What follows belongs to an exercise in optimizing a design on an open flow for small area; a production flow would make more cautious choices. RTL that was checked went through simulation tests only; none was proved equivalent to the original. The RTL of run 5 was laid out without a check of its function. Power is estimated from default activity; no workload was simulated.

==> flow/config.mk <==
export PLATFORM = sky130hd
export DESIGN_NAME = RISC
export DESIGN_NICKNAME = RISC
export VERILOG_FILES = /design/flow/design.v
export SDC_FILE = /design/flow/constraint.sdc
export NUM_CORES = 4
export LEC_CHECK = 0
export CAP_MARGIN = 20
export CORE_MARGIN = 2
export CORE_UTILIZATION = 60
export SLEW_MARGIN = 20
export SYNTH_HIERARCHICAL = 1
export SYNTH_MINIMUM_KEEP_SIZE = 0
==> flow/constraint.sdc <==
create_clock -name core_clock -period 8.0 [get_ports {clk}]
set_input_delay 1.6000 -clock core_clock [delete_from_list [all_inputs] [get_ports {clk}]]
set_output_delay 1.6000 -clock core_clock [all_outputs]
set_load 0.01 [all_outputs]
==> flow/design.v <==
module RISC (destinoWrWB,escribir,PCsrc,result,PCoutMEM,NReset,clk,alu_outMEM,WriteDataInMEM,datoMemOut,InstruccionIn,PCinIF,MemWriteInMEM);
  input  [31:0] datoMemOut,InstruccionIn;
  input         NReset,clk;
  output        escribir,PCsrc,MemWriteInMEM;
  output [3:0]  destinoWrWB;
  output [31:0] result,PCoutMEM,alu_outMEM,PCinIF,WriteDataInMEM;
  reg [31:0] pc;                  
  reg [3:0]  opD;                 
  reg [27:0] insD;                
  reg [11:0] extD;                
  reg [3:0]  opE;                 
  reg [27:0] insE;
  reg [11:0] extE;
  reg [31:0] aluM;                
  reg [31:0] xM;                  
  reg        jumpM,brJM,brEqM,brNeM,memwM,regwM,ldM;
  reg [3:0]  dstM;
  reg [31:0] resW;                
  reg        wrW;
  reg [3:0]  dstW;
  reg [31:0]  rf [0:15];          
  reg [15:0]  rfv;                
  reg [3:0]   raE, rbE;           
  wire zeroM  = ~|aluM;
  wire pcsrcM = brJM | (brEqM & zeroM) | (brNeM & ~zeroM);
  wire [31:0] pc1 = pc + 32'd1;
  wire [16:0] im  = InstruccionIn[16:0];
  wire [16:0] tp  = pc[16:0] ^ im;
  wire [16:0] tg  = pc[16:0] & im;
  wire [16:0] ts0, tsm;
  wire [4:0]  tbc;
  assign tbc[0] = 1'b1;
  genvar tk, tj;
  generate
    for (tk = 0; tk < 4; tk = tk + 1) begin : TBLK
      localparam integer LO = 4*tk;
      localparam integer W  = (tk == 3) ? 5 : 4;
      wire [W:0] cc;
      wire [W:0] t;
      assign cc[0] = (tk == 0) ? 1'b1 : 1'b0;
      assign t[0]  = (tk == 0) ? 1'b0 : tbc[tk];
      for (tj = 0; tj < W; tj = tj + 1) begin : TBIT
        assign ts0[LO+tj] = tp[LO+tj] ^ cc[tj];
        assign cc[tj+1]   = tg[LO+tj] | (cc[tj] & tp[LO+tj]);
        assign tsm[LO+tj] = ts0[LO+tj] ^ t[tj];
        assign t[tj+1]    = t[tj] & ts0[LO+tj];
      end
      if (tk == 0) begin : C0
        assign tbc[tk+1] = cc[W];
      end else begin : CK
        assign tbc[tk+1] = cc[W] | (tbc[tk] & (&ts0[LO+W-1:LO]));
      end
    end
  endgenerate
  wire        tinc = tbc[4] & ~im[16];
  wire        tdec = ~tbc[4] & im[16];
  wire [15:0] pa, pb;
  assign pa[0] = 1'b1;
  assign pb[0] = 1'b1;
  generate
    for (tk = 0; tk < 15; tk = tk + 1) begin : THI
      assign pa[tk+1] = pa[tk] & pc[17+tk];
      assign pb[tk+1] = pb[tk] & ~pc[17+tk];
    end
  endgenerate
  wire [31:0] tgtF = {pc[31:17] ^ ({15{tinc}} & pa[14:0]) ^ ({15{tdec}} & pb[14:0]), tsm};
  wire        brF  = ~InstruccionIn[31];
  assign PCinIF   = pc;
  assign PCsrc    = pcsrcM;
  wire jumpMn = ~jumpM;
  mux32 mPCo (.s(jumpM), .sn(jumpMn), .a(aluM), .b(xM), .y(PCoutMEM));
  wire [31:0] pcN;
  wire pcsrcMn = ~pcsrcM;
  mux32 mPC (.s(pcsrcM), .sn(pcsrcMn), .a(PCoutMEM), .b(pc1), .y(pcN));
  always @(posedge clk or negedge NReset)
    if (!NReset) pc <= 32'd0;
    else         pc <= pcN;
  always @(posedge clk or negedge NReset)
    if (!NReset) begin
      opD <= 4'b1100;
      opE <= 4'b1100;
    end else begin
      opD <= InstruccionIn[31:28];
      opE <= opD;
    end
  wire       isStD = (opD == 4'b1011);
  wire       isJiD = (opD == 4'b1110);
  wire [3:0] aA = (isStD | isJiD) ? insD[27:24] : insD[23:20];
  wire [3:0] aB = isStD ? insD[23:20] : (opD[3] ? insD[16:13] : insD[27:24]);
  wire [15:0] rfvN = rfv | ({15'd0, wrW} << dstW);
  always @(posedge clk) begin
    insD <= {InstruccionIn[27:20], brF ? tgtF[19:0] : InstruccionIn[19:0]};
    extD <= tgtF[31:20];
    insE <= insD;
    extE <= extD;
    raE  <= aA;
    rbE  <= aB;
  end
  wire [3:0] rd = insE[27:24];
  wire isSt  = (opE == 4'b1011);
  wire isJi  = (opE == 4'b1110);
  wire [15:0] selA, selB;
  regsel dA (.a(raE), .v(rfv), .sel(selA));
  regsel dB (.a(rbE), .v(rfv), .sel(selB));
  wire [31:0] A, B;
  genvar q;
  generate
    for (q = 0; q < 32; q = q + 1) begin : RD
      wire [15:0] col;
      genvar r2;
      for (r2 = 0; r2 < 16; r2 = r2 + 1) begin : C
        assign col[r2] = rf[r2][q];
      end
      rdbit pa (.sel(selA), .d(col), .y(A[q]));
      rdbit pb (.sel(selB), .d(col), .y(B[q]));
    end
  endgenerate
  wire [31:0] imm17 = {{15{insE[16]}}, insE[16:0]};
  wire [31:0] imm   = isJi ? {{12{insE[19]}}, insE[19:0]} : imm17;
  wire useImm = opE[3] & ~(opE[2:0] == 3'b000) & ~(opE[2:0] == 3'b111);
  wire [31:0] d2;
  wire useImmn = ~useImm;
  mux32 mD2 (.s(useImm), .sn(useImmn), .a(imm), .b(B), .y(d2));
  reg [2:0] funct;
  always @(*)
    case (opE[3:1])
      3'b100:        funct = insE[19:17];
      3'b101, 3'b111: funct = 3'b001;
      3'b110:        funct = 3'b000;
      default:       funct = 3'b010;
    endcase
  wire sub = (funct == 3'b010);
  wire fS  = (funct == 3'b001) | sub;                  
  wire fP  = (funct == 3'b110) | (funct == 3'b100);    
  wire fG  = (funct == 3'b011) | (funct == 3'b100);    
  wire fN  = (funct == 3'b101);                        
  wire [31:0] bx = d2 ^ {32{sub}};
  wire [31:0] p  = A ^ bx;
  wire [31:0] g  = A & bx;
  wire [31:0] s0, sm;
  wire [8:0]  bc;                 
  assign bc[0] = sub;
  genvar k, j;
  generate
    for (k = 0; k < 8; k = k + 1) begin : BLK
      wire [4:0] cc;              
      wire [4:0] t;               
      assign cc[0] = (k == 0) ? sub : 1'b0;
      assign t[0]  = (k == 0) ? 1'b0 : bc[k];
      for (j = 0; j < 4; j = j + 1) begin : BIT
        assign s0[4*k+j] = p[4*k+j] ^ cc[j];
        assign cc[j+1]   = g[4*k+j] | (cc[j] & p[4*k+j]);
        assign sm[4*k+j] = s0[4*k+j] ^ t[j];
        assign t[j+1]    = t[j] & s0[4*k+j];
      end
      if (k == 0) begin : C0
        assign bc[k+1] = cc[4];
      end else begin : CK
        assign bc[k+1] = cc[4] | (bc[k] & (&s0[4*k+3:4*k]));
      end
    end
  endgenerate
  wire [31:0] alu = ({32{fS}} & sm) | ({32{fP}} & p) | ({32{fG}} & g) | ({32{fN}} & ~A);
  wire brJ  = opE[3] & (opE[2:1] == 2'b11);
  wire brEq = ~opE[3] & (opE[2:1] == 2'b11);
  wire brNe = ~opE[3] & (opE[2:1] != 2'b11) & (opE[2:1] != 2'b00);
  wire [31:0] target = {extE, insE[19:0]};
  always @(posedge clk or negedge NReset)
    if (!NReset) begin
      brJM   <= 1'b0;
      brEqM  <= 1'b0;
      brNeM  <= 1'b0;
      memwM  <= 1'b0;
      regwM  <= 1'b0;
    end else begin
      brJM   <= brJ;
      brEqM  <= brEq;
      brNeM  <= brNe;
      memwM  <= isSt;
      regwM  <= (opE[3:2] == 2'b10) & (opE[1:0] != 2'b11);
    end
  wire [31:0] xMN;
  wire opE3n = ~opE[3];
  mux32 mXM (.s(opE[3]), .sn(opE3n), .a(B), .b(target), .y(xMN));
  always @(posedge clk) begin
    aluM  <= alu;
    xM    <= xMN;
    jumpM <= opE[3];
    ldM   <= (opE == 4'b1010);
    dstM  <= rd;
  end
  assign alu_outMEM     = aluM;
  assign MemWriteInMEM  = memwM;
  assign WriteDataInMEM = xM;
  always @(posedge clk or negedge NReset)
    if (!NReset) wrW <= 1'b0;
    else         wrW <= regwM;
  wire [31:0] resN;
  wire ldMn = ~ldM;
  mux32 mRes (.s(ldM), .sn(ldMn), .a(datoMemOut), .b(aluM), .y(resN));
  always @(posedge clk) begin
    resW <= resN;
    dstW <= dstM;
  end
  assign escribir    = wrW;
  assign destinoWrWB = dstW;
  assign result      = resW;
  genvar r;
  generate
    for (r = 0; r < 16; r = r + 1) begin : RF
      always @(posedge clk)
        if (wrW && dstW == r) rf[r] <= resW;
    end
  endgenerate
  always @(posedge clk or negedge NReset)
    if (!NReset) rfv <= 16'd0;
    else         rfv <= rfvN;
endmodule
module regsel (a, v, sel);
  input  [3:0]  a;
  input  [15:0] v;
  output [15:0] sel;
  assign sel = (16'd1 << a) & v;
endmodule
module rdbit (sel, d, y);
  input  [15:0] sel, d;
  output        y;
  wire   [5:0]  n;
  aoi222 g0 (.a1(sel[0]),  .a2(d[0]),  .b1(sel[1]),  .b2(d[1]),  .c1(sel[2]),  .c2(d[2]),  .y(n[0]));
  aoi222 g1 (.a1(sel[3]),  .a2(d[3]),  .b1(sel[4]),  .b2(d[4]),  .c1(sel[5]),  .c2(d[5]),  .y(n[1]));
  aoi222 g2 (.a1(sel[6]),  .a2(d[6]),  .b1(sel[7]),  .b2(d[7]),  .c1(sel[8]),  .c2(d[8]),  .y(n[2]));
  aoi222 g3 (.a1(sel[9]),  .a2(d[9]),  .b1(sel[10]), .b2(d[10]), .c1(sel[11]), .c2(d[11]), .y(n[3]));
  aoi222 g4 (.a1(sel[12]), .a2(d[12]), .b1(sel[13]), .b2(d[13]), .c1(sel[14]), .c2(d[14]), .y(n[4]));
  assign n[5] = ~(sel[15] & d[15]);
  assign y = ~(n[0] & n[1] & n[2]) | ~(n[3] & n[4] & n[5]);
endmodule
module aoi222 (a1, a2, b1, b2, c1, c2, y);
  input  a1, a2, b1, b2, c1, c2;
  output y;
  assign y = ~((a1 & a2) | (b1 & b2) | (c1 & c2));
endmodule
module mux32 (s, sn, a, b, y);
  input         s, sn;
  input  [31:0] a, b;
  output [31:0] y;
  genvar i;
  generate
    for (i = 0; i < 32; i = i + 1) begin : M
      ao22 g (.a1(s), .a2(a[i]), .b1(sn), .b2(b[i]), .y(y[i]));
    end
  endgenerate
endmodule
module ao22 (a1, a2, b1, b2, y);
  input  a1, a2, b1, b2;
  output y;
  assign y = (a1 & a2) | (b1 & b2);
endmodule
==> flow/flow/run.sh <==
#!/bin/bash
# Own flow: the standard layout (standard.sh), with two changes:
#  - the port buffers use the smallest buffer cell (buf_1) instead of the one
#    buffer_ports picks by default;
#  - clock tree synthesis clusters more sinks per leaf buffer and adds no dummy loads.
# Each tool's output goes to the ORFS logs; standard.sh's output to standard.log.
set -e
export BUFFER_PORTS_ARGS="-buffer_cell sky130_fd_sc_hd__buf_1"
export CTS_ARGS="-sink_clustering_enable -repair_clock_nets -dont_use_dummy_load -sink_clustering_size 35 -sink_clustering_max_diameter 70"
bash standard.sh > standard.log 2>&1
==> flow/standard.sh <==
#!/bin/bash
# synth_recipe.tcl (not shown) runs the flow's synth.tcl, then flattens the netlist and writes it again
# the make line also repeats each setting of config.mk as NAME=value (left out here)
make -C /OpenROAD-flow-scripts/flow DESIGN_CONFIG=/design/flow/config.mk WORK_HOME=/design/flow/orfs CLKGATE_MAP_FILE= SYNTH_SCRIPT=/design/flow/synth_recipe.tcl "${@:-finish}"
==> results of run 1 <==
## cells in the mapped netlist (all sizes together), types with 3 or more instances
| library cell | number | area share |
|---|---|---|
| dfrtp | 58 | 0.046 |
| nor3 | 13 | 0.0026 |
| a221o | 32 | 0.010 |
| nor2 | 42 | 0.0056 |
| dfstp | 4 | 0.0033 |
| nand4 | 75 | 0.015 |
| mux2 | 18 | 0.0064 |
| dfxtp | 190 | 0.12 |
| a222oi | 320 | 0.10 |
| nand3 | 17 | 0.0027 |
| a31o | 3 | 0.00083 |
| edfxtp | 512 | 0.49 |
| xor2 | 51 | 0.014 |
| a21oi | 5 | 0.00079 |
| a22o | 161 | 0.045 |
| clkbuf | 23 | 0.0029 |
| a21o | 6 | 0.0015 |
| or2 | 17 | 0.0034 |
| and4 | 8 | 0.0023 |
| nor3b | 3 | 0.0011 |
| inv | 44 | 0.0052 |
| nor4 | 11 | 0.0027 |
| and2 | 6 | 0.0012 |
| nor2b | 8 | 0.0017 |
| buf | 9 | 0.0015 |
| or3 | 3 | 0.00059 |
| and3 | 103 | 0.020 |
| mux2i | 6 | 0.0019 |
| nand2 | 121 | 0.014 |
| fa | 36 | 0.023 |
| nand2b | 7 | 0.0016 |
| xnor2 | 42 | 0.012 |
| o21ai | 42 | 0.0068 |
| ha | 69 | 0.027 |
## kinds of logic (layout without fill, tap and decap cells)
kind of cell | Yosys count | in the layout | share of synthesized area
xor+xnor | 93 | 93 | 0.0260
flops | 764 | 764 | 0.657
buf+inv | 77 | 400 | 0.00983
fa+ha+maj | 105 | 105 | 0.0502
compound gates | 584 | 584 | 0.171
mux | 24 | 24 | 0.00833
simple gates | 443 | 443 | 0.0780
## placed cells by master (no fill, tap or decap), drive strengths merged, types with 7 or more instances in the layout
master	instances
a221o	32
a222oi	320
a22o	161
and3	103
and4	8
buf	317
clkbuf	38
dfrtp	58
dfxtp	190
edfxtp	512
fa	36
ha	69
inv	43
mux2	18
nand2	121
nand2b	7
nand3	17
nand4	75
nor2	42
nor2b	8
nor3	13
nor4	11
o21ai	42
or2	17
xnor2	42
xor2	51
## modules after synthesis (local to each module, per instance), excerpt
module | flip-flops and latches | area, um2 | copies in the design | cells inside
RISC | 764 | 25600 | 1 | 1370
ao22 | 0 | 8.76 | 160 | 1
aoi222 | 0 | 10.0 | 320 | 1
rdbit | 0 | 16.3 | 64 | 3
regsel | 0 | 146 | 2 | 24
## routing by layer
metal / wire, um / GRT usage / vias up
met5: 26 / 0 / -
met4: 2700 / 0.0981 / 4
met3: 12600 / 0.0842 / 196
met2: 43000 / 0.529 / 1591
met1: 37300 / 0.491 / 11231
li1: - / - / 9623
## metrics by stage
stage,std cells,setup WS [ps]
final,3101,1340
after global routing,3101,1120
after CTS,3101,1440
after detailed placement,3063,1450
after global placement,3059,1570
after floorplan,2090,1640
## power by group through the flow
| stage | registers, mW | clock network (mW) | logic [mW] |
|---|---|---|---|
| after floorplan | 5.75 | 0 | 1.63 |
| after global placement | 5.86 | 0 | 2.80 |
| after detailed placement | 5.87 | 0 | 2.86 |
| after CTS | 5.80 | 2.04 | 2.88 |
| after global routing | 5.88 | 2.16 | 3.18 |
| final | 5.82 | 2.02 | 2.92 |
## state kept, by name, summed over array words and instances, names as in the netlist, 16 cells and up
signal and flops:
pc 32, xM 32, insD 28, resW 32
aluM 32, rf 512, insE 24, rfv 16
## cell type report
type / instances / area (um2)
sequential: 764 / 20700
inverter: 45 / 174
timing repair buffer: 317 / 1560
tap: 688 / 861
fill: 3740 / 17300
clock buffer: 38 / 951
multi-input combinational: 1249 / 10600
## worst paths after layout
check	end	slack (ps)	cells past startpoint
worst min-delay path	extE[0]	330	0
worst min register to register	extE[0]	330	0
max in group asynchronous	rfv[6]	6200	2
worst max register to register	aluM[31]	1340	24
min in group asynchronous	rfv[3]	1200	2
worst max-delay path	aluM[31]	1340	24
==> summary.md, run 1 <==
| Metric | Value |
|---|---|
| Placed Instance Area | `0.0340 mm2` |
| Die span in x | `233 um` |
| Max stage delay cell, worst path | `fa_1` |
| Cts-stage hold buffer count | `0` |
| Data arrival time at the worst-slack endpoint | `7120 ps` |
| Net total in the final layout | `2586` |
| Part of the total power dissipated in sequential elements | `0.541` |
| Hold crit path type | `register to register` |
| Total number of vias | `22645` |
| Launching element of the worst setup path | `rbE[0]` |
| Seq/Total Area, Yosys | `0.657` |
| Max stage delay on crit path | `470 ps` |
| Kind of critical path | `register to register` |
| Most prevalent standard cell on the critical path | `ha_1` |
| Endpoints failing setup | `0` |
| Sw frac | `0.337` |
| Top Ports | `233` |
| Final Max Slew Viols | `0` |
| Distinct cell type count of the synthesized netlist | `72` |
| Placer's final routability congestion estimate | `0.909` |
| Period minus WS final | `6660 ps` |
| Vias in the first global route | `21270` |
| DRC violations left | `0` |
| Number of antenna diodes | `0` |
| Clock slew at the register clock pins of the worst setup and hold paths | `80 ps` |
| Total global-route track usage | `0.344` |
| Fmax achieved | `0.150 GHz` |
| Internal cell power | `7.13 mW` |
| Post-Route Skew | `74.5 ps` |
| Source of the worst register-to-register timing path | `rbE[0]` |
| Tot Pwr | `10.8 mW` |
| Maximum fanout along the worst path | `21` |
| Finished Core Util | `0.668` |
| H-tree depth reported by CTS | `2` |
| Final hold violation count | `0` |
| Type of destination of the critical path | `register` |
| Clock Power Share | `0.187` |
| Ratio of cells with drive above 1 in the final layout | `0.0850` |
| Aggregate routed wire length | `95700 um` |
| Routed Antenna Nets | `0` |
| Clock insertion delay at the later pin of the skew report | `640 ps` |
| Iteration-0 DRC count of the detailed router | `4435` |
| Starting density of the core | `0.604` |
| Average cell area after synthesis | `15.1 um2` |
| TritonCTS clock tree | `done` |
| Normalized max-slew margin | `0.207` |
| Die Area | `0.0544 mm2` |
| Ratio of total power to cell area | `308 mW/mm2` |
| Cell leakage power | `12.2 nW` |
| CP Buf/Inv Count | `1` |
| Floorplan Core Area | `0.0522 mm2` |
| Number of vias per cell | `7.30` |
| Grt ovf | `0` |
| Cells along the critical path | `and2b_1 -> and3_1 -> buf_4 -> a222oi_1 -> and3_1 -> nand4_1 -> a22o_1 -> xor2_1 -> ha_1 -> fa_1 -> fa_1 -> fa_1 -> and3_1 -> a31o_2 -> a21o_1 -> a21o_1 -> a31o_2 -> a21o_1 -> ha_1 -> ha_1 -> ha_1 -> xor2_1 -> xnor2_1 -> a221o_1` |
| Switch Pwr | `3.63 mW` |
| Wire length per cell after detailed routing | `30.8 um` |
| Outcome | `timing/DRC/antenna clean` |
| Maximum number of pins on one net before global-route repair | `63` |
| Row count | `84` |
| Max cap viols | `0` |
| Synthesis warning total | `8` |
| RSZ-0062 raised after global routing | `no` |
| Placed wire-length estimate | `64500 um` |
| Cell type group with the largest total delay on the critical path | `adder cells` |
| Ys flop type | `edfxtp_1` |
| Post-synthesis net count | `2261` |
| Count of flip-flops with a built-in enable after synthesis | `512` |
| Register bit count reported by yosys | `764` |
| Cell area after layout | `0.0349 mm2` |
| Required time at the worst-slack endpoint | `8470 ps` |
| Final worst path period share | `0.832` |
| Total standard cell area after synthesis | `0.0316 mm2` |
| Worst vdd ir | `219 uV` |
| Largest buffer count on any clock path | `3` |
| Combinational fraction of design power | `0.272` |
| Root Driver | `clkbuf_16` |
| Post-synthesis cell count | `2090` |
| Post_cts resized | `0` |
| Share of flip-flops with an asynchronous set or reset after synthesis | `0.0812` |
| Global-route wire length before repair | `138000 um` |
| Worst-Margin Slew | `1190 ps` |
| Buffers on Ports | `232` |
| Area grow syn2layout | `10.6%` |
| Setup repair bufs after CTS | `0` |
| Critical path startpoint category | `register` |
| Final hold slack | `333 ps` |
| Clock buffer count from CTS | `38` |
| Router iterations before antenna repair | `12` |
| Number of antenna violations at the first check in global routing | `4` |
| Vert. Die Dim | `233 um` |
| Number of clock sinks | `764` |
| Final total negative setup slack | `0 ps` |
| Hold Path Origin | `extD[0]` |
==> inputs of run 2 (changes only) <==
--- a/flow/config.mk
+++ b/flow/config.mk
@@ -8,5 +8,5 @@
 export CAP_MARGIN = 20
 export CORE_MARGIN = 2
-export CORE_UTILIZATION = 60
+export CORE_UTILIZATION = 70
 export SLEW_MARGIN = 20
 export SYNTH_HIERARCHICAL = 1
==> run 2 against run 1 <==
Against the previous run:
- fmax about the same
- largest cell class unchanged
- sequential power increased by 1%
- largest power group unchanged
- critical path type unchanged
- clock skew decreased by 22 ps
- non-clock buffer count decreased by 15
==> summary.md, run 2 <==
| Metric | Value |
|---|---|
| Area of all sequential standard cells | `0.0207 mm2 (unchanged)` |
| Net total in the final layout | `2570 (-0.62%)` |
| Clock insertion delay at the later pin of the skew report | `610 ps (-30 ps)` |
| Synthesis warning total | `8 (unchanged)` |
| Internal cell power | `7.10 mW (-0.45%)` |
| Routed metal-1 wirelength | `34300 um (-8.0%)` |
| Hold crit path type | `register to register` |
| Row count | `77 (-8.3%)` |
| Number of vias per cell | `7.84 (+7.3%)` |
| Critical path startpoint category | `register` |
| Buffers on Ports | `232 (unchanged)` |
| Routed wire length on met2 | `42200 um (-2.0%)` |
| Global-route wire length before repair | `137000 um (-0.40%)` |
| TritonCTS clock tree | `done` |
| Seq/Total Area, Yosys | `0.657 (unchanged)` |
| Most frequent cells after synthesis | `512 x edfxtp_1, 320 x a222oi_1, 190 x dfxtp_1` |
| Cell area after layout | `0.0347 mm2 (-0.53%)` |
| Final Max Slew Viols | `0 (unchanged)` |
| Post-synth top area share | `0.487 (unchanged)` |
| Ys flop type | `edfxtp_1` |
| Cts-stage hold buffer count | `0 (unchanged)` |
| Number of antenna violations at the first check in global routing | `3 (-1)` |
| Top Ports | `233 (unchanged)` |
| Sw frac | `0.339 (+0.00142)` |
| Placed Instance Area | `0.0336 mm2 (-0.93%)` |
| Part of the total power dissipated in sequential elements | `0.550 (+0.009)` |
| Highest-count cells in the layout ignoring fill and taps | `512 x edfxtp_1, 320 x a222oi_1, 231 x buf_1, 190 x dfxtp_1, 161 x a22o_1` |
| DRC violations left | `0 (unchanged)` |
| Starting density of the core | `0.712 (+0.108)` |
| Total global-route track usage | `0.393 (+0.0491)` |
| H-tree depth reported by CTS | `2 (unchanged)` |
| Post-Route Skew | `52.8 ps (-21.7 ps)` |
| Combinational fraction of design power | `0.265 (-0.007)` |
| Final total negative setup slack | `0 ps (unchanged)` |
| Router iterations before antenna repair | `15 (+3)` |
| Maximum fanout along the worst path | `20 (-4.8%)` |
| Max stage delay on crit path | `890 ps (+420 ps)` |
| Worst vdd ir | `256 uV (+17%)` |
| Type of destination of the critical path | `register` |
| Clock Power Share | `0.185 (-0.002)` |
| Largest buffer count on any clock path | `3 (unchanged)` |
| Placed wire-length estimate | `62400 um (-3.2%)` |
| Switch Pwr | `3.64 mW (+0.19%)` |
| Endpoints failing setup | `0 (unchanged)` |
| Aggregate routed wire length | `93900 um (-1.8%)` |
| Cell leakage power | `12.2 nW (-0.54%)` |
| Post-synthesis net count | `2261 (unchanged)` |
| Root Driver | `clkbuf_16` |
| Max cap viols | `0 (unchanged)` |
| Register bit count reported by yosys | `764 (unchanged)` |
| Register bank with the most flops | `rf` |
| Routed Antenna Nets | `0 (unchanged)` |
| Uppermost routed layer | `met5` |
| Vias in the first global route | `21711 (+2.1%)` |
| Total standard cell area after synthesis | `0.0316 mm2 (unchanged)` |
| Number of fill cells in the layout | `2644 (-29%)` |
| Max stage delay cell, worst path | `and3_1` |
| Final hold violation count | `0 (unchanged)` |
| Cells along the critical path | `nor2b_1 -> and3_1 -> buf_4 -> a222oi_1 -> and3_1 -> nand4_1 -> a22o_1 -> mux2_2 -> fa_1 -> fa_1 -> fa_1 -> a31o_2 -> a21o_1 -> a21o_1 -> a31o_2 -> a21o_1 -> ha_1 -> ha_1 -> ha_1 -> xor2_1 -> xnor2_1 -> a221o_1` |
| CP Buf/Inv Count | `1 (unchanged)` |
| Vert. Die Dim | `216 um (-7.3%)` |
| Total number of vias | `23428 (+3.5%)` |
| RSZ-0062 raised after global routing | `no` |
| Data arrival time at the worst-slack endpoint | `7120 ps (about the same)` |
| Grt ovf | `0 (unchanged)` |
| Die span in x | `216 um (-7.3%)` |
| Top-count cell post-synth | `edfxtp_1` |
| Normalized max-slew margin | `0.226 (+0.0192)` |
| Number of antenna diodes | `0 (unchanged)` |
| Ratio of cells with drive above 1 in the final layout | `0.0784 (-0.00653)` |
| Floorplan Core Area | `0.0443 mm2 (-15%)` |
| Average cell area after synthesis | `15.1 um2 (unchanged)` |
| Clock buffer count from CTS | `37 (-2.6%)` |
| Placer's final routability congestion estimate | `0.980 (+7.8%)` |
| Number of flip-flops under the largest register name | `512 (unchanged)` |
| Outcome | `timing/DRC/antenna clean` |
| Post-synthesis cell count | `2090 (unchanged)` |
| Distinct cell type count of the synthesized netlist | `72 (unchanged)` |
| Fmax achieved | `0.150 GHz (about the same)` |
| Setup repair bufs after CTS | `0 (unchanged)` |
| Ratio of total power to cell area | `309 mW/mm2 (+0.30%)` |
| Number of clock sinks | `764 (unchanged)` |
| Wire length per cell after detailed routing | `31.4 um (+1.9%)` |
| Count of flip-flops with a built-in enable after synthesis | `512 (unchanged)` |
| Kind of critical path | `register to register` |
| Final worst path period share | `0.832 (about the same)` |
| Clock slew at the register clock pins of the worst setup and hold paths | `110 ps (+30 ps)` |
| Period minus WS final | `6660 ps (+1.37 ps)` |
| Most common cell after layout, fill and taps aside | `edfxtp_1` |
| Met3 routed WL | `14200 um (+12%)` |
| Die Area | `0.0468 mm2 (-14%)` |
| Iteration-0 DRC count of the detailed router | `5555 (+25%)` |
| Cells taking the most area after synthesis | `edfxtp_1 49%, dfxtp_1 12%, a222oi_1 10%, dfrtp_1 4.6%, a22o_1 4.5%` |
| Required time at the worst-slack endpoint | `8460 ps (about the same)` |
| Synth area leader | `edfxtp_1` |
| Cell type group with the largest total delay on the critical path | `adder cells` |
| Maximum number of pins on one net before global-route repair | `63 (unchanged)` |
| Worst-Margin Slew | `1160 ps (-30.1 ps)` |
| Area of combinational cells with multiple inputs | `0.0106 mm2 (about the same)` |
| Area grow syn2layout | `10.0%` |
| Share of flip-flops with an asynchronous set or reset after synthesis | `0.0812 (unchanged)` |
| Post_cts resized | `0 (unchanged)` |
-- run 2: kinds of logic (layout without fill, tap and decap cells) --
logic type | Yosys count | after routing | share of synthesized area
AOI/OAI and AO/OA | 584 | 584 | 0.171
adders and majority gates | 105 | 105 | 0.0502
muxes | 24 | 24 | 0.00833
DFF | 764 | 764 | 0.657
buffers and inverters | 77 | 384 | 0.00983
and+or+nand+nor | 443 | 443 | 0.0780
xor gates and xnor gates | 93 | 93 | 0.0260
-- run 2: worst paths after layout --
kind                       startpoint        to  slack [ps]  cells past startpoint
setup / recovery               rbE[0]  aluM[31]        1340                     22
hold / removal                extD[6]   extE[6]         300                      0
setup reg to reg               rbE[0]  aluM[31]        1340                     22
hold reg to reg               extD[6]   extE[6]         300                      0
max in group asynchronous      NReset    opE[0]        6190                      2
min in group asynchronous      NReset    opD[1]        1200                      2
-- run 2: power by group through the flow --
stage | Combinational [mW] | Sequential, mW | Clock [mW]
final | 2.84 | 5.90 | 1.99
after global routing | 3.06 | 5.95 | 2.10
after CTS | 2.78 | 5.85 | 1.99
after detailed placement | 2.75 | 5.93 | 0
after global placement | 2.67 | 5.90 | 0
after floorplan | 1.63 | 5.75 | 0
-- run 2: area by class of cell --
class                           instances  area share
Inverter                               45     0.00501
Timing Repair Buffer                  302      0.0438
Clock buffer                           37      0.0267
Sequential cell                       764       0.597
Tap cell                              592      0.0213
Multi-Input combinational cell       1249       0.306
-- run 2: layer usage --
layer  vias to the layer above  track usage
met1                     11371        0.575
li1                       9587            -
met2                      2208        0.602
met5                         -            0
met4                         6        0.118
met3                       256       0.0849
-- run 2: per-stage QoR --
step | power (mW) | worst slack (ps) | hold slack [ps] | utilization | std cells
6_report | 10.7 | 1340 | 300 | 0.783 | 2989
5_1_grt | 11.1 | 1140 | 304 | 0.783 | 2989
4_1_cts | 10.6 | 1510 | 299 | 0.780 | 2982
3_5_place_dp | 8.68 | 1560 | 312 | 0.759 | 2945
3_3_place_gp | 8.57 | 1710 | 310 | 0.758 | 2944
2_1_floorplan | 7.39 | 1640 | 310 | - | 2090
-- run 2: modules after synthesis, one instance, submodules excluded, a selection --
module | cell area, um2 | cells | copies in the design | flops+latches
regsel | 146 | 24 | 2 | 0
RISC | 25600 | 1370 | 1 | 764
rdbit | 16.3 | 3 | 64 | 0
ao22 | 8.76 | 1 | 160 | 0
aoi222 | 10.0 | 1 | 320 | 0
==> inputs of run 3 (changes only) <==
--- a/flow/flow/run.sh
+++ b/flow/flow/run.sh
@@ -7,4 +7,4 @@
 set -e
 export BUFFER_PORTS_ARGS="-buffer_cell sky130_fd_sc_hd__buf_1"
-export CTS_ARGS="-sink_clustering_enable -repair_clock_nets -dont_use_dummy_load -sink_clustering_size 35 -sink_clustering_max_diameter 70"
+export CTS_ARGS="-sink_clustering_enable -repair_clock_nets -dont_use_dummy_load -root_buf sky130_fd_sc_hd__clkbuf_16 -buf_list {sky130_fd_sc_hd__clkbuf_8 sky130_fd_sc_hd__clkbuf_16} -sink_clustering_buffer sky130_fd_sc_hd__clkbuf_8 -sink_clustering_size 25 -sink_clustering_max_diameter 50"
 bash standard.sh > standard.log 2>&1
--- a/flow/config.mk
+++ b/flow/config.mk
@@ -8,5 +8,5 @@
 export CAP_MARGIN = 20
 export CORE_MARGIN = 2
-export CORE_UTILIZATION = 70
+export CORE_UTILIZATION = 60
 export SLEW_MARGIN = 20
 export SYNTH_HIERARCHICAL = 1
==> run 3 against run 2 <==
Against the previous run:
- register-to-register slack got worse by 30 ps
- setup slack got worse by 29 ps
- wire length increased by 2.4%
- synthesized cell count unchanged
- largest power group unchanged
==> summary.md, run 3 <==
| Metric | Value |
|---|---|
| Data arrival time at the worst-slack endpoint | `7150 ps (+30 ps)` |
| Placed instance count | `3063 (+4.0%)` |
| Switch Pwr | `3.68 mW (+1.1%)` |
| Maximum fanout along the worst path | `21 (+5.0%)` |
| Worst vdd ir | `223 uV (-13%)` |
| Buffers on Ports | `232 (unchanged)` |
| Row count | `84 (+9.1%)` |
| Register bank with the most flops | `rf` |
| Floorplan Core Area | `0.0522 mm2 (+18%)` |
| Cell leakage power | `12.3 nW (+1.1%)` |
| Ratio of cells with drive above 1 in the final layout | `0.0962 (+0.0178)` |
| Synth area leader | `edfxtp_1` |
| Final Max Slew Viols | `0 (unchanged)` |
| Seq/Total Area, Yosys | `0.657 (unchanged)` |
| Die span in x | `233 um (+7.9%)` |
| Worst-Margin Slew | `1200 ps (+40.5 ps)` |
| Endpoints failing setup | `0 (unchanged)` |
| Period minus WS final | `6690 ps (+29.0 ps)` |
| Post-synthesis net count | `2261 (unchanged)` |
| Fmax achieved | `0.150 GHz (-0.43%)` |
| Register bit count reported by yosys | `764 (unchanged)` |
| RSZ-0062 raised after global routing | `no` |
| Pre-CTS setup slack | `1450 ps (-108 ps)` |
| Average cell area after synthesis | `15.1 um2 (unchanged)` |
| Required time at the worst-slack endpoint | `8460 ps (about the same)` |
| TritonCTS clock tree | `done` |
| Hold crit path type | `register to register` |
| Placed Instance Area | `0.0340 mm2 (+0.94%)` |
| Number of flip-flops under the largest register name | `512 (unchanged)` |
| Outcome | `timing/DRC/antenna clean` |
| Final worst path period share | `0.836 (+0.00363)` |
| Clock Power Share | `0.191 (+0.006)` |
| Area grow syn2layout | `10.9%` |
| Global-route wire length before repair | `138000 um (+0.82%)` |
| Internal cell power | `7.13 mW (+0.50%)` |
| Part of the total power dissipated in sequential elements | `0.539 (-0.011)` |
| Kind of critical path | `register to register` |
| Router iterations before antenna repair | `15 (unchanged)` |
| Total number of vias | `22948 (-2.0%)` |
| Cells taking the most area after synthesis | `edfxtp_1 49%, dfxtp_1 12%, a222oi_1 10%, dfrtp_1 4.6%, a22o_1 4.5%` |
| Post-synth top area share | `0.487 (unchanged)` |
| Combinational fraction of design power | `0.270 (+0.005)` |
| Synthesis warning total | `8 (unchanged)` |
| Top Ports | `233 (unchanged)` |
| Root Driver | `clkbuf_16` |
| Number of clock sinks | `764 (unchanged)` |
| Final std cells w/o fill | `3131 (+4.8%)` |
| Clock slew at the register clock pins of the worst setup and hold paths | `110 ps (about the same)` |
| Number of antenna diodes | `0 (unchanged)` |
| Ys flop type | `edfxtp_1` |
| Net total in the final layout | `2616 (+1.8%)` |
| Cts-stage hold buffer count | `0 (unchanged)` |
| Routed Antenna Nets | `0 (unchanged)` |
| Iteration-0 DRC count of the detailed router | `4465 (-20%)` |
| Die Area | `0.0544 mm2 (+16%)` |
| DRC violations left | `0 (unchanged)` |
| Distinct cell type count of the synthesized netlist | `72 (unchanged)` |
| Top-count cell post-synth | `edfxtp_1` |
| Wire length per cell after detailed routing | `30.7 um (-2.2%)` |
| Clock buffer count from CTS | `67 (+81%)` |
| Post-synthesis cell count | `2090 (unchanged)` |
| Total global-route track usage | `0.347 (-0.0465)` |
| Cell area after layout | `0.0350 mm2 (+0.79%)` |
| Highest-count cells in the layout ignoring fill and taps | `512 x edfxtp_1, 320 x a222oi_1, 231 x buf_1, 190 x dfxtp_1, 161 x a22o_1` |
| Type of destination of the critical path | `register` |
| Most frequent cells after synthesis | `512 x edfxtp_1, 320 x a222oi_1, 190 x dfxtp_1` |
| Register-to-register setup slack | `1310 ps (-30 ps)` |
| Maximum number of pins on one net before global-route repair | `63 (unchanged)` |
| Critical path startpoint category | `register` |
| Vias in the first global route | `21540 (-0.79%)` |
| Total standard cell area after synthesis | `0.0316 mm2 (unchanged)` |
| Final hold violation count | `0 (unchanged)` |
| Worst setup slack after layout | `1310 ps (-29.0 ps)` |
| Area of combinational cells with multiple inputs | `0.0106 mm2 (about the same)` |
| Count of flip-flops with a built-in enable after synthesis | `512 (unchanged)` |
| Share of flip-flops with an asynchronous set or reset after synthesis | `0.0812 (unchanged)` |
| Aggregate routed wire length | `96200 um (+2.4%)` |
| Post_cts resized | `0 (unchanged)` |
| Vert. Die Dim | `233 um (+7.9%)` |
| Tot Pwr | `10.8 mW (+0.71%)` |
| Starting density of the core | `0.604 (-0.108)` |
| Grt ovf | `0 (unchanged)` |
| Placer's final routability congestion estimate | `0.909 (-7.3%)` |
| Clock insertion delay at the later pin of the skew report | `620 ps (about the same)` |
| Placed wire-length estimate | `64500 um (+3.3%)` |
| Normalized max-slew margin | `0.200 (-0.0261)` |
| Final total negative setup slack | `0 ps (unchanged)` |
| Number of vias per cell | `7.33 (-6.5%)` |
| Setup repair bufs after CTS | `0 (unchanged)` |
| Ratio of total power to cell area | `309 mW/mm2 (about the same)` |
| Post-Route Skew | `78.4 ps (+25.6 ps)` |
| Max cap viols | `0 (unchanged)` |
| Number of fill cells in the layout | `3760 (+42%)` |
| H-tree depth reported by CTS | `3 (+1)` |
| Area of all sequential standard cells | `0.0207 mm2 (unchanged)` |
| Most common cell after layout, fill and taps aside | `edfxtp_1` |
| Largest buffer count on any clock path | `3 (unchanged)` |
| Sw frac | `0.340 (+0.00142)` |
| Number of antenna violations at the first check in global routing | `4 (+1)` |
-- run 3: worst paths after layout --
check	depth (start not counted)	end	start
max in group asynchronous	2	rfv[12]	NReset
hold / removal	0	extE[3]	extD[3]
setup / recovery	24	aluM[31]	rbE[0]
hold reg to reg	0	extE[3]	extD[3]
setup reg to reg	24	aluM[31]	rbE[0]
min in group asynchronous	2	rfv[6]	NReset
-- run 3: modules after synthesis, one instance, submodules excluded, a selection --
module  times used  flops+latches  cell area (um2)  cells
aoi222         320              0             10.0      1
ao22           160              0             8.76      1
rdbit           64              0             16.3      3
RISC             1            764            25600   1370
regsel           2              0              146     24
-- run 3: routing by layer --
layer  global-route usage  part of all wire
met1                0.494              0.39
met4                0.109             0.031
met2                0.530              0.45
met3               0.0845              0.14
met5                    0           0.00044
-- run 3: critical path, stage by stage, from the launching register on --
cell and delay [ps]:
dfxtp_1 370, and2b_1 230, and3_1 400, buf_4 350, a222oi_1 350, and3_1 270, nand4_1 230, a22o_1 260
xor2_1 160, ha_1 250, fa_1 380, fa_1 400, fa_1 470, and3_1 200, a31o_2 250, a21o_1 180
a21o_1 240, a31o_2 260, a21o_1 160, ha_1 190, ha_1 200, ha_1 190, xor2_1 150, xnor2_1 120
a221o_1 280
-- run 3: power groups by stage --
| stage | combinational (mW) | sequential [mW] | clock, mW |
|---|---|---|---|
| after floorplan | 1.63 | 5.75 | 0 |
| after global placement | 2.80 | 5.86 | 0 |
| after detailed placement | 2.86 | 5.87 | 0 |
| after CTS | 2.88 | 5.80 | 2.09 |
| after global routing | 3.17 | 5.89 | 2.22 |
| final | 2.92 | 5.83 | 2.07 |
-- run 3: cells by family (layout without fill, tap and decap cells) --
family | after synthesis | in the layout | share of synthesized area
DFF | 764 | 764 | 0.657
AOI/OAI and AO/OA | 584 | 584 | 0.171
and+or+nand+nor | 443 | 443 | 0.0780
adders and majority gates | 105 | 105 | 0.0502
xor gates and xnor gates | 93 | 93 | 0.0260
buffers and inverters | 77 | 430 | 0.00983
muxes | 24 | 24 | 0.00833
-- run 3: per-stage QoR --
stage / util / hold slack (ps)
2_1_floorplan: - / 310
4_1_cts: 0.670 / 312
6_report: 0.670 / 307
3_3_place_gp: 0.648 / 310
3_5_place_dp: 0.650 / 312
5_1_grt: 0.670 / 309
-- run 3: cell type report --
cell class	instances	share of cell area
clock buffers	67	0.0292
inverters	45	0.00497
multi-input cells	1249	0.304
well taps	688	0.0246
flip-flops and latches	764	0.593
repair buffers	318	0.0450
==> inputs of run 4 (changes only) <==
--- a/flow/design.v
+++ b/flow/design.v
@@ -14,5 +14,5 @@
   reg [31:0] aluM;                
   reg [31:0] xM;                  
-  reg        jumpM,brJM,brEqM,brNeM,memwM,regwM,ldM;
+  reg        brJM,brEqM,brNeM,memwM,regwM,ldM;
   reg [3:0]  dstM;
   reg [31:0] resW;                
@@ -24,5 +24,14 @@
   wire zeroM  = ~|aluM;
   wire pcsrcM = brJM | (brEqM & zeroM) | (brNeM & ~zeroM);
-  wire [31:0] pc1 = pc + 32'd1;
+  wire [32:0] ic;
+  wire [31:0] pc1;
+  assign ic[0] = 1'b1;
+  genvar ik;
+  generate
+    for (ik = 0; ik < 32; ik = ik + 1) begin : INC
+      assign pc1[ik]  = pc[ik] ^ ic[ik];
+      assign ic[ik+1] = pc[ik] & ic[ik];
+    end
+  endgenerate
   wire [16:0] im  = InstruccionIn[16:0];
   wire [16:0] tp  = pc[16:0] ^ im;
@@ -68,6 +77,6 @@
   assign PCinIF   = pc;
   assign PCsrc    = pcsrcM;
-  wire jumpMn = ~jumpM;
-  mux32 mPCo (.s(jumpM), .sn(jumpMn), .a(aluM), .b(xM), .y(PCoutMEM));
+  wire brJMn = ~brJM;
+  mux32 mPCo (.s(brJM), .sn(brJMn), .a(aluM), .b(xM), .y(PCoutMEM));
   wire [31:0] pcN;
   wire pcsrcMn = ~pcsrcM;
@@ -186,5 +195,4 @@
     aluM  <= alu;
     xM    <= xMN;
-    jumpM <= opE[3];
     ldM   <= (opE == 4'b1010);
     dstM  <= rd;
--- a/flow/flow/run.sh
+++ b/flow/flow/run.sh
@@ -7,4 +7,4 @@
 set -e
 export BUFFER_PORTS_ARGS="-buffer_cell sky130_fd_sc_hd__buf_1"
-export CTS_ARGS="-sink_clustering_enable -repair_clock_nets -dont_use_dummy_load -root_buf sky130_fd_sc_hd__clkbuf_16 -buf_list {sky130_fd_sc_hd__clkbuf_8 sky130_fd_sc_hd__clkbuf_16} -sink_clustering_buffer sky130_fd_sc_hd__clkbuf_8 -sink_clustering_size 25 -sink_clustering_max_diameter 50"
+export CTS_ARGS="-sink_clustering_enable -repair_clock_nets -dont_use_dummy_load -sink_clustering_size 35 -sink_clustering_max_diameter 70"
 bash standard.sh > standard.log 2>&1
--- a/flow/config.mk
+++ b/flow/config.mk
@@ -8,5 +8,5 @@
 export CAP_MARGIN = 20
 export CORE_MARGIN = 2
-export CORE_UTILIZATION = 60
+export CORE_UTILIZATION = 70
 export SLEW_MARGIN = 20
 export SYNTH_HIERARCHICAL = 1
==> run 4 against run 3 <==
Against the previous run:
- critical path depth is 1 lower
- power shrank 2.6%
- clock skew shrank 24 ps
- non-clock buffer count down 15
- sequential cell count decreased by 1
- worst hold slack is essentially flat
- final area shrank 1.4%
- highest routed layer unchanged
- first-iteration DRC count increased by 22%
- die area shrank 14%
- clock-buffer cell count decreased by 31
- wire length shrank 2.6%
- utilization up 11 points
==> summary.md, run 4 <==
| Metric | Value |
|---|---|
| DRC violations left | `0 (unchanged)` |
| Worst vdd ir | `301 uV (+35%)` |
| Final worst path period share | `0.843 (+0.00664)` |
| Period minus WS final | `6740 ps (+53.1 ps)` |
| Clock Power Share | `0.186 (-0.005)` |
| Number of antenna violations at the first check in global routing | `2 (-2)` |
| Total number of vias | `23114 (+0.72%)` |
| Starting density of the core | `0.710 (+0.106)` |
| Highest-count cells in the layout ignoring fill and taps | `512 x edfxtp_1, 321 x a222oi_1, 231 x buf_1, 189 x dfxtp_1, 160 x a22o_1` |
| Data arrival time at the worst-slack endpoint | `7180 ps (+30 ps)` |
| Clock slew at the register clock pins of the worst setup and hold paths | `120 ps (about the same)` |
| Placed instance count | `2918 (-4.7%)` |
| Register bit count reported by yosys | `763 (-0.13%)` |
| Number of vias per cell | `7.82 (+6.7%)` |
| Hold crit path type | `register to register` |
| Launching element of the worst setup path | `rbE[1]` |
| Placed Instance Area | `0.0336 mm2 (-1.0%)` |
| Die Area | `0.0466 mm2 (-14%)` |
| Max cap viols | `0 (unchanged)` |
| Net total in the final layout | `2565 (-1.9%)` |
| Kind of critical path | `register to register` |
| Wire length per cell after detailed routing | `31.7 um (+3.2%)` |
| Part of the total power dissipated in sequential elements | `0.551 (+0.012)` |
| Pre-CTS setup slack | `1540 ps (+87.3 ps)` |
| Router iterations before antenna repair | `13 (-2)` |
| Fmax achieved | `0.148 GHz (-0.79%)` |
| Clock insertion delay at the later pin of the skew report | `610 ps (about the same)` |
| Largest buffer count on any clock path | `3 (unchanged)` |
| Finished Core Util | `0.781 (+0.111)` |
| Total global-route track usage | `0.397 (+0.0502)` |
| Cell leakage power | `12.3 nW (+0.11%)` |
| Synth area leader | `edfxtp_1` |
| RSZ-0062 raised after global routing | `no` |
| Post-Route Skew | `54.5 ps (-23.9 ps)` |
| Vias in the first global route | `21930 (+1.8%)` |
| Aggregate routed wire length | `93700 um (-2.6%)` |
| Total standard cell area after synthesis | `0.0314 mm2 (-0.51%)` |
| Share of flip-flops with an asynchronous set or reset after synthesis | `0.0813 (+0.000106)` |
| Setup repair bufs after CTS | `0 (unchanged)` |
| Outcome | `timing/DRC/antenna clean` |
| Vert. Die Dim | `216 um (-7.5%)` |
| Critical path startpoint category | `register` |
| Cts-stage hold buffer count | `0 (unchanged)` |
| Maximum number of pins on one net before global-route repair | `63 (unchanged)` |
| Top-count cell post-synth | `edfxtp_1` |
| Placer's final routability congestion estimate | `0.931 (+2.4%)` |
| Post-synthesis cell count | `2049 (-2.0%)` |
| Number of flip-flops under the largest register name | `512 (unchanged)` |
| Worst setup slack after layout | `1260 ps (-53.1 ps)` |
| Buffers on Ports | `232 (unchanged)` |
| Clock buffer count from CTS | `36 (-46%)` |
| H-tree depth reported by CTS | `2 (-1)` |
| Normalized max-slew margin | `0.273 (+0.0729)` |
| Cells taking the most area after synthesis | `edfxtp_1 49%, dfxtp_1 12%, a222oi_1 10%, dfrtp_1 4.6%, a22o_1 4.5%` |
| Die span in x | `216 um (-7.5%)` |
| Required time at the worst-slack endpoint | `8440 ps (-20 ps)` |
| Final hold slack | `307 ps (+0.157 ps)` |
| Average cell area after synthesis | `15.3 um2 (+1.5%)` |
| Ys flop type | `edfxtp_1` |
| TritonCTS clock tree | `done` |
| Combinational fraction of design power | `0.263 (-0.007)` |
| Post-synthesis net count | `2249 (-0.53%)` |
| Top Ports | `233 (unchanged)` |
| Type of destination of the critical path | `register` |
| Root Driver | `clkbuf_16` |
| Final total negative setup slack | `0 ps (unchanged)` |
| Reg2reg path depth | `23 (-4.2%)` |
| Most common cell after layout, fill and taps aside | `edfxtp_1` |
| Routed Antenna Nets | `0 (unchanged)` |
| Ratio of cells with drive above 1 in the final layout | `0.0758 (-0.0204)` |
| Synthesis warning total | `8 (unchanged)` |
| Register bank with the most flops | `rf` |
| Source of the worst register-to-register timing path | `rbE[1]` |
| Row count | `77 (-8.3%)` |
| Placed wire-length estimate | `61400 um (-4.7%)` |
| Worst-Margin Slew | `1090 ps (-111 ps)` |
| Post-synth top area share | `0.490 (+0.00248)` |
| Grt ovf | `0 (unchanged)` |
| Area grow syn2layout | `9.95%` |
| Final std cells w/o fill | `2955 (-5.6%)` |
| Hold Path Origin | `extD[11]` |
| Sw frac | `0.337 (-0.00320)` |
| Switch Pwr | `3.55 mW (-3.5%)` |
| Final hold violation count | `0 (unchanged)` |
| Cell area after layout | `0.0345 mm2 (-1.4%)` |
| Most frequent cells after synthesis | `512 x edfxtp_1, 321 x a222oi_1, 189 x dfxtp_1` |
| Number of clock sinks | `763 (-0.13%)` |
| Floorplan Core Area | `0.0442 mm2 (-15%)` |
| Internal cell power | `6.99 mW (-2.1%)` |
| Distinct cell type count of the synthesized netlist | `62 (-14%)` |
| Final Max Slew Viols | `0 (unchanged)` |
| Tot Pwr | `10.5 mW (-2.6%)` |
| Count of flip-flops with a built-in enable after synthesis | `512 (unchanged)` |
| Ratio of total power to cell area | `305 mW/mm2 (-1.2%)` |
| Post_cts resized | `0 (unchanged)` |
| Endpoints failing setup | `0 (unchanged)` |
| Seq/Total Area, Yosys | `0.660 (+0.00271)` |
| Global-route wire length before repair | `138000 um (-0.29%)` |
| Depth of the worst hold-timing path | `0 (unchanged)` |
| Maximum fanout along the worst path | `18 (-14%)` |
| Number of antenna diodes | `0 (unchanged)` |
| Iteration-0 DRC count of the detailed router | `5454 (+22%)` |
run 4: changes by cell type in the layout (fill, tap and decap cells not counted), moves of 11 or more:
cell | previous run | this run
clkbuf_8 | 58 | 0
ha_1 | 69 | 98
clkbuf_16 | 9 | 36
a221o_1 | 32 | 6
a22oi_1 | 1 | 26
xnor2_1 | 41 | 16
o211ai_1 | 0 | 24
o21ai_0 | 39 | 15
buf_4 | 81 | 67
nand3_1 | 17 | 6
run 4: final timing paths:
kind / to / slack (ps)
max in group asynchronous: rfv[9] / 6100
worst max-delay path: aluM[31] / 1260
worst min register to register: extE[11] / 310
min in group asynchronous: pc[29] / 1200
worst min-delay path: extE[11] / 310
worst max register to register: aluM[31] / 1260
run 4: per-module statistics from Yosys (local to each module, per instance), a selection:
module / flip-flops and latches / cells inside / cell area, um2 / times used
aoi222: 0 / 1 / 10.0 / 320
ao22: 0 / 1 / 8.76 / 160
regsel: 0 / 24 / 146 / 2
rdbit: 0 / 3 / 16.3 / 64
RISC: 763 / 1329 / 25500 / 1
run 4: final cells by class:
| cell class | instances | area, um2 |
|---|---|---|
| inverters | 47 | 176 |
| flip-flops and latches | 763 | 20700 |
| multi-input cells | 1214 | 10500 |
| clock buffers | 36 | 901 |
| well taps | 592 | 741 |
| repair buffers | 303 | 1470 |
| fillers | 2620 | 9700 |
run 4: worst max-delay path, stage by stage, from the launching register on:
cell      delay [ps]
dfxtp_1          380
nor2b_1          270
and3_1           760
buf_4            420
a222oi_1         130
and3_1           300
nand4_1          170
a22o_1           230
mux2_2           370
fa_1             420
fa_1             430
fa_1             430
a31o_2           240
a21o_1           180
a21o_1           240
a31o_2           260
a21o_1           160
ha_1             180
ha_1             180
ha_1             210
xor2_1           200
nor2_1            60
a221oi_1         220
o21ai_0          120
run 4: cell families (layout without fill, tap and decap cells):
family | after synthesis | in the layout | share of synthesized area
flops | 763 | 763 | 0.660
xor+xnor | 62 | 62 | 0.0173
buf+inv | 72 | 386 | 0.00960
simple gates | 408 | 408 | 0.0716
compound gates | 586 | 586 | 0.171
mux | 24 | 24 | 0.00837
fa+ha+maj | 134 | 134 | 0.0620
run 4: power groups by stage:
stage | clock [mW] | sequential (mW) | combinational [mW]
6_report | 1.96 | 5.81 | 2.77
5_1_grt | 2.08 | 5.87 | 2.99
4_1_cts | 1.95 | 5.77 | 2.71
3_5_place_dp | 0 | 5.85 | 2.68
3_3_place_gp | 0 | 5.82 | 2.60
2_1_floorplan | 0 | 5.70 | 1.54
run 4: layer usage:
metal  up-vias  global-route usage  share of wire
li1       9470                   -              -
met1     11180               0.578           0.35
met2      2182               0.604           0.45
met3       278              0.0888           0.16
met4         4               0.127          0.034
met5         -                   0        0.00025
==> inputs of run 5 (changes only) <==
--- a/flow/design.v
+++ b/flow/design.v
@@ -21,17 +21,7 @@
   reg [31:0]  rf [0:15];          
   reg [15:0]  rfv;                
-  reg [3:0]   raE, rbE;           
   wire zeroM  = ~|aluM;
   wire pcsrcM = brJM | (brEqM & zeroM) | (brNeM & ~zeroM);
-  wire [32:0] ic;
-  wire [31:0] pc1;
-  assign ic[0] = 1'b1;
-  genvar ik;
-  generate
-    for (ik = 0; ik < 32; ik = ik + 1) begin : INC
-      assign pc1[ik]  = pc[ik] ^ ic[ik];
-      assign ic[ik+1] = pc[ik] & ic[ik];
-    end
-  endgenerate
+  wire [31:0] pc1 = pc + 32'd1;
   wire [16:0] im  = InstruccionIn[16:0];
   wire [16:0] tp  = pc[16:0] ^ im;
@@ -93,8 +83,4 @@
       opE <= opD;
     end
-  wire       isStD = (opD == 4'b1011);
-  wire       isJiD = (opD == 4'b1110);
-  wire [3:0] aA = (isStD | isJiD) ? insD[27:24] : insD[23:20];
-  wire [3:0] aB = isStD ? insD[23:20] : (opD[3] ? insD[16:13] : insD[27:24]);
   wire [15:0] rfvN = rfv | ({15'd0, wrW} << dstW);
   always @(posedge clk) begin
@@ -103,13 +89,13 @@
     insE <= insD;
     extE <= extD;
-    raE  <= aA;
-    rbE  <= aB;
   end
   wire [3:0] rd = insE[27:24];
   wire isSt  = (opE == 4'b1011);
   wire isJi  = (opE == 4'b1110);
+  wire [3:0] aA = (isSt | isJi) ? rd : insE[23:20];
+  wire [3:0] aB = isSt ? insE[23:20] : (opE[3] ? insE[16:13] : rd);
   wire [15:0] selA, selB;
-  regsel dA (.a(raE), .v(rfv), .sel(selA));
-  regsel dB (.a(rbE), .v(rfv), .sel(selB));
+  regsel dA (.a(aA), .v(rfv), .sel(selA));
+  regsel dB (.a(aB), .v(rfv), .sel(selB));
   wire [31:0] A, B;
   genvar q;
--- a/flow/config.mk
+++ b/flow/config.mk
@@ -8,5 +8,5 @@
 export CAP_MARGIN = 20
 export CORE_MARGIN = 2
-export CORE_UTILIZATION = 70
+export CORE_UTILIZATION = 60
 export SLEW_MARGIN = 20
 export SYNTH_HIERARCHICAL = 1
==> run 5 against run 4 <==
Against the previous run:
- critical endpoint unchanged
- non-clock buffer count increased by 15
- register-to-register slack lost 850 ps
- still clean
- global-route usage is 4.0 points lower
- critical path type unchanged
==> summary.md, run 5 <==
| Metric | Value |
|---|---|
| Floorplan Core Area | `0.0515 mm2 (+16%)` |
| Clock insertion delay at the later pin of the skew report | `630 ps (+20 ps)` |
| Hold crit path type | `register to register` |
| Kind of critical path | `register to register` |
| Grt ovf | `0 (unchanged)` |
| Ys flop type | `edfxtp_1` |
| Placed Instance Area | `0.0338 mm2 (+0.61%)` |
| DRC violations left | `0 (unchanged)` |
| Period minus WS final | `7590 ps (+849 ps)` |
| Finished Core Util | `0.675 (-0.105)` |
| Register bit count reported by yosys | `759 (-0.52%)` |
| Seq/Total Area, Yosys | `0.657 (-0.00281)` |
| Final worst path period share | `0.949 (+0.106)` |
| Total global-route track usage | `0.357 (-0.0402)` |
| Final hold violation count | `0 (unchanged)` |
| Routed Antenna Nets | `0 (unchanged)` |
| Placed instance count | `3053 (+4.6%)` |
| Normalized max-slew margin | `0.321 (+0.0481)` |
| Top Ports | `233 (unchanged)` |
| Ratio of cells with drive above 1 in the final layout | `0.0837 (+0.00796)` |
| Total number of vias | `22936 (-0.77%)` |
| Post-synthesis net count | `2259 (+0.44%)` |
| Fmax achieved | `0.132 GHz (-11%)` |
| Final total negative setup slack | `0 ps (unchanged)` |
| Number of antenna diodes | `0 (unchanged)` |
| Critical path startpoint category | `register` |
| Ratio of total power to cell area | `305 mW/mm2 (about the same)` |
| Most frequent cells after synthesis | `512 x edfxtp_1, 321 x a222oi_1, 185 x dfxtp_1` |
| Outcome | `timing/DRC/antenna clean` |
| Number of flip-flops under the largest register name | `512 (unchanged)` |
| Vert. Die Dim | `233 um (+7.9%)` |
| Tot Pwr | `10.6 mW (+0.77%)` |
| Cell leakage power | `12.2 nW (-1.3%)` |
| Post-synthesis cell count | `2088 (+1.9%)` |
| Root Driver | `clkbuf_16` |
| Final std cells w/o fill | `3093 (+4.7%)` |
| Number of antenna violations at the first check in global routing | `4 (+2)` |
| Hold Path Origin | `insD[6]` |
| Top-count cell post-synth | `edfxtp_1` |
| Most common cell after layout, fill and taps aside | `edfxtp_1` |
| Highest-count cells in the layout ignoring fill and taps | `512 x edfxtp_1, 321 x a222oi_1, 231 x buf_1, 185 x dfxtp_1, 160 x a22o_1` |
| Buffers on Ports | `232 (unchanged)` |
| H-tree depth reported by CTS | `2 (unchanged)` |
| Maximum fanout along the worst path | `20 (+2)` |
| Count of flip-flops with a built-in enable after synthesis | `512 (unchanged)` |
| Vias in the first global route | `21501 (-2.0%)` |
| Max cap viols | `0 (unchanged)` |
| Setup repair bufs after CTS | `0 (unchanged)` |
| Die span in x | `233 um (+7.9%)` |
| Cell area after layout | `0.0348 mm2 (+0.78%)` |
| Router iterations before antenna repair | `13 (unchanged)` |
| Iteration-0 DRC count of the detailed router | `4209 (-23%)` |
| Endpoints failing setup | `0 (unchanged)` |
| Register bank with the most flops | `rf` |
| TritonCTS clock tree | `done` |
| Data arrival time at the worst-slack endpoint | `8040 ps (+860 ps)` |
| Number of clock sinks | `759 (-0.52%)` |
| Post-synth top area share | `0.489 (about the same)` |
| Synth area leader | `edfxtp_1` |
| Required time at the worst-slack endpoint | `8450 ps (about the same)` |
| Starting density of the core | `0.610 (-0.100)` |
| Aggregate routed wire length | `98000 um (+4.6%)` |
| Average cell area after synthesis | `15.0 um2 (-1.8%)` |
| Cells taking the most area after synthesis | `edfxtp_1 49%, dfxtp_1 12%, a222oi_1 10%, dfrtp_1 4.6%, a22o_1 4.5%` |
| Area grow syn2layout | `10.8%` |
| Synthesis warning total | `8 (unchanged)` |
| Maximum number of pins on one net before global-route repair | `63 (unchanged)` |
| Launching element of the worst setup path | `opE[3]` |
| Post-Route Skew | `67.8 ps (+13.3 ps)` |
| Wire length per cell after detailed routing | `31.7 um (about the same)` |
| Die Area | `0.0542 mm2 (+16%)` |
| Net total in the final layout | `2586 (+0.82%)` |
| Source of the worst register-to-register timing path | `opE[3]` |
| Placer's final routability congestion estimate | `0.958 (+3.0%)` |
| Clock buffer count from CTS | `38 (+5.6%)` |
| RSZ-0062 raised after global routing | `no` |
| Clock slew at the register clock pins of the worst setup and hold paths | `90 ps (-30 ps)` |
| Worst vdd ir | `210 uV (-30%)` |
| Distinct cell type count of the synthesized netlist | `62 (unchanged)` |
| Placed wire-length estimate | `65500 um (+6.6%)` |
| Largest buffer count on any clock path | `3 (unchanged)` |
| Global-route wire length before repair | `142000 um (+2.8%)` |
| Row count | `83 (+7.8%)` |
| Number of vias per cell | `7.42 (-5.2%)` |
| Total standard cell area after synthesis | `0.0314 mm2 (about the same)` |
| Share of flip-flops with an asynchronous set or reset after synthesis | `0.0817 (+0.000428)` |
| Final Max Slew Viols | `0 (unchanged)` |
| Worst-Margin Slew | `1020 ps (-73.6 ps)` |
| Type of destination of the critical path | `register` |
==> run 5: timing repair <==
action	CTS	global route
gates resized for setup	0	1
setup endpoints to repair	0	1
endpoints found under the hold margin	0	0
hold buffers	0	0
==> run 5: critical path, stage by stage (launching register included) <==
cell	delay, ps
dfstp_2	700
nand4b_1	430
a21oi_1	390
nor2b_1	320
and3_1	680
buf_4	440
a222oi_1	140
and3_1	190
nand4_1	180
a22o_1	240
mux2_2	370
fa_1	380
fa_1	390
fa_1	420
a31o_2	240
a21o_1	170
a21o_1	230
a31o_2	260
a21o_1	170
ha_1	190
ha_1	200
ha_1	190
xor2_1	190
nor2_1	60
a22oi_1	130
o221ai_1	130
==> run 5: worst paths after layout <==
| kind | to | slack, ps | cells past startpoint |
|---|---|---|---|
| worst max-delay path | aluM[31] | 410 | 25 |
| worst min-delay path | insE[6] | 320 | 0 |
| worst max register to register | aluM[31] | 410 | 25 |
| worst min register to register | insE[6] | 320 | 0 |
| max in group asynchronous | rfv[1] | 6160 | 2 |
| min in group asynchronous | pc[24] | 1180 | 2 |
==> run 5: cell families (layout without fill, tap and decap cells) <==
| group | count (synthesis) | in the layout | synth area share |
|---|---|---|---|
| xor+xnor | 90 | 90 | 0.0251 |
| buf+inv | 82 | 407 | 0.0104 |
| simple gates | 442 | 442 | 0.0770 |
| mux | 24 | 24 | 0.00836 |
| flops | 759 | 759 | 0.657 |
| fa+ha+maj | 105 | 105 | 0.0504 |
| compound gates | 586 | 586 | 0.172 |
==> run 5: power by group <==
| part | internal (mW) | switching (mW) |
|---|---|---|
| combinational | 1.14 | 1.65 |
| clock | 0.853 | 1.16 |
| sequential | 5.03 | 0.783 |
| total | 7.03 | 3.59 |
==> run 5: final cells by class <==
| class | count | area, um2 |
|---|---|---|
| flip-flops and latches | 759 | 20600 |
| fillers | 3663 | 16700 |
| multi-input cells | 1247 | 10600 |
| repair buffers | 318 | 1570 |
| clock buffers | 38 | 951 |
| well taps | 680 | 851 |
| inverters | 51 | 191 |
==> run 5: modules after synthesis (local to each module, per instance), excerpt <==
module | cells inside | area [um2] | flip-flops and latches | copies in the design
RISC | 1368 | 25500 | 759 | 1
ao22 | 1 | 8.76 | 0 | 160
aoi222 | 1 | 10.0 | 0 | 320
rdbit | 3 | 16.3 | 0 | 64
regsel | 24 | 146 | 0 | 2
==> run 5: layer usage <==
layer  GRT usage  up-vias  wire [um]
met5           0        -         36
met4      0.0993        6       2970
met3      0.0755      212      12800
met2       0.552     1814      44200
met1       0.516    11285      38000
li1            -     9619          -
==> run 5: metrics by stage <==
stage	hold slack, ps	worst slack (ps)
after floorplan	310	1210
after global placement	310	563
after detailed placement	312	483
after CTS	313	445
after global routing	316	42.4
final	315	410

separate check: timing with driven ports:
Ports are ideal in the flow. The routed layouts listed here were re-timed in OpenROAD. Step 1: set_driving_cell puts a clkbuf_16 on clk and a buf_2 on each other input, an assumption about the parent block. Step 2, shift: input delay + t, output delay - t, t = (earliest + latest rising clock arrival at the registers) / 2. This alone moves slack from input paths to output paths. a / b / c = ideal / step 1 / step 2; a / b = the first two.
run	t, ns	setup slack, ns	worst hold slack (ns)
run 1	0.664	1.343 / 1.343 / 1.343	0.333 / 0.333 / 0.333
run 2	0.643	1.341 / 1.341 / 1.341	0.300 / 0.300 / 0.300
run 3	0.645	1.312 / 1.312 / 1.312	0.307 / 0.307 / 0.307
run 4	0.643	1.259 / 1.259 / 1.259	0.307 / 0.307 / 0.307
run 5	0.652	0.410 / 0.410 / 0.410	0.315 / 0.315 / 0.315
After both steps every run listed still meets setup and hold.
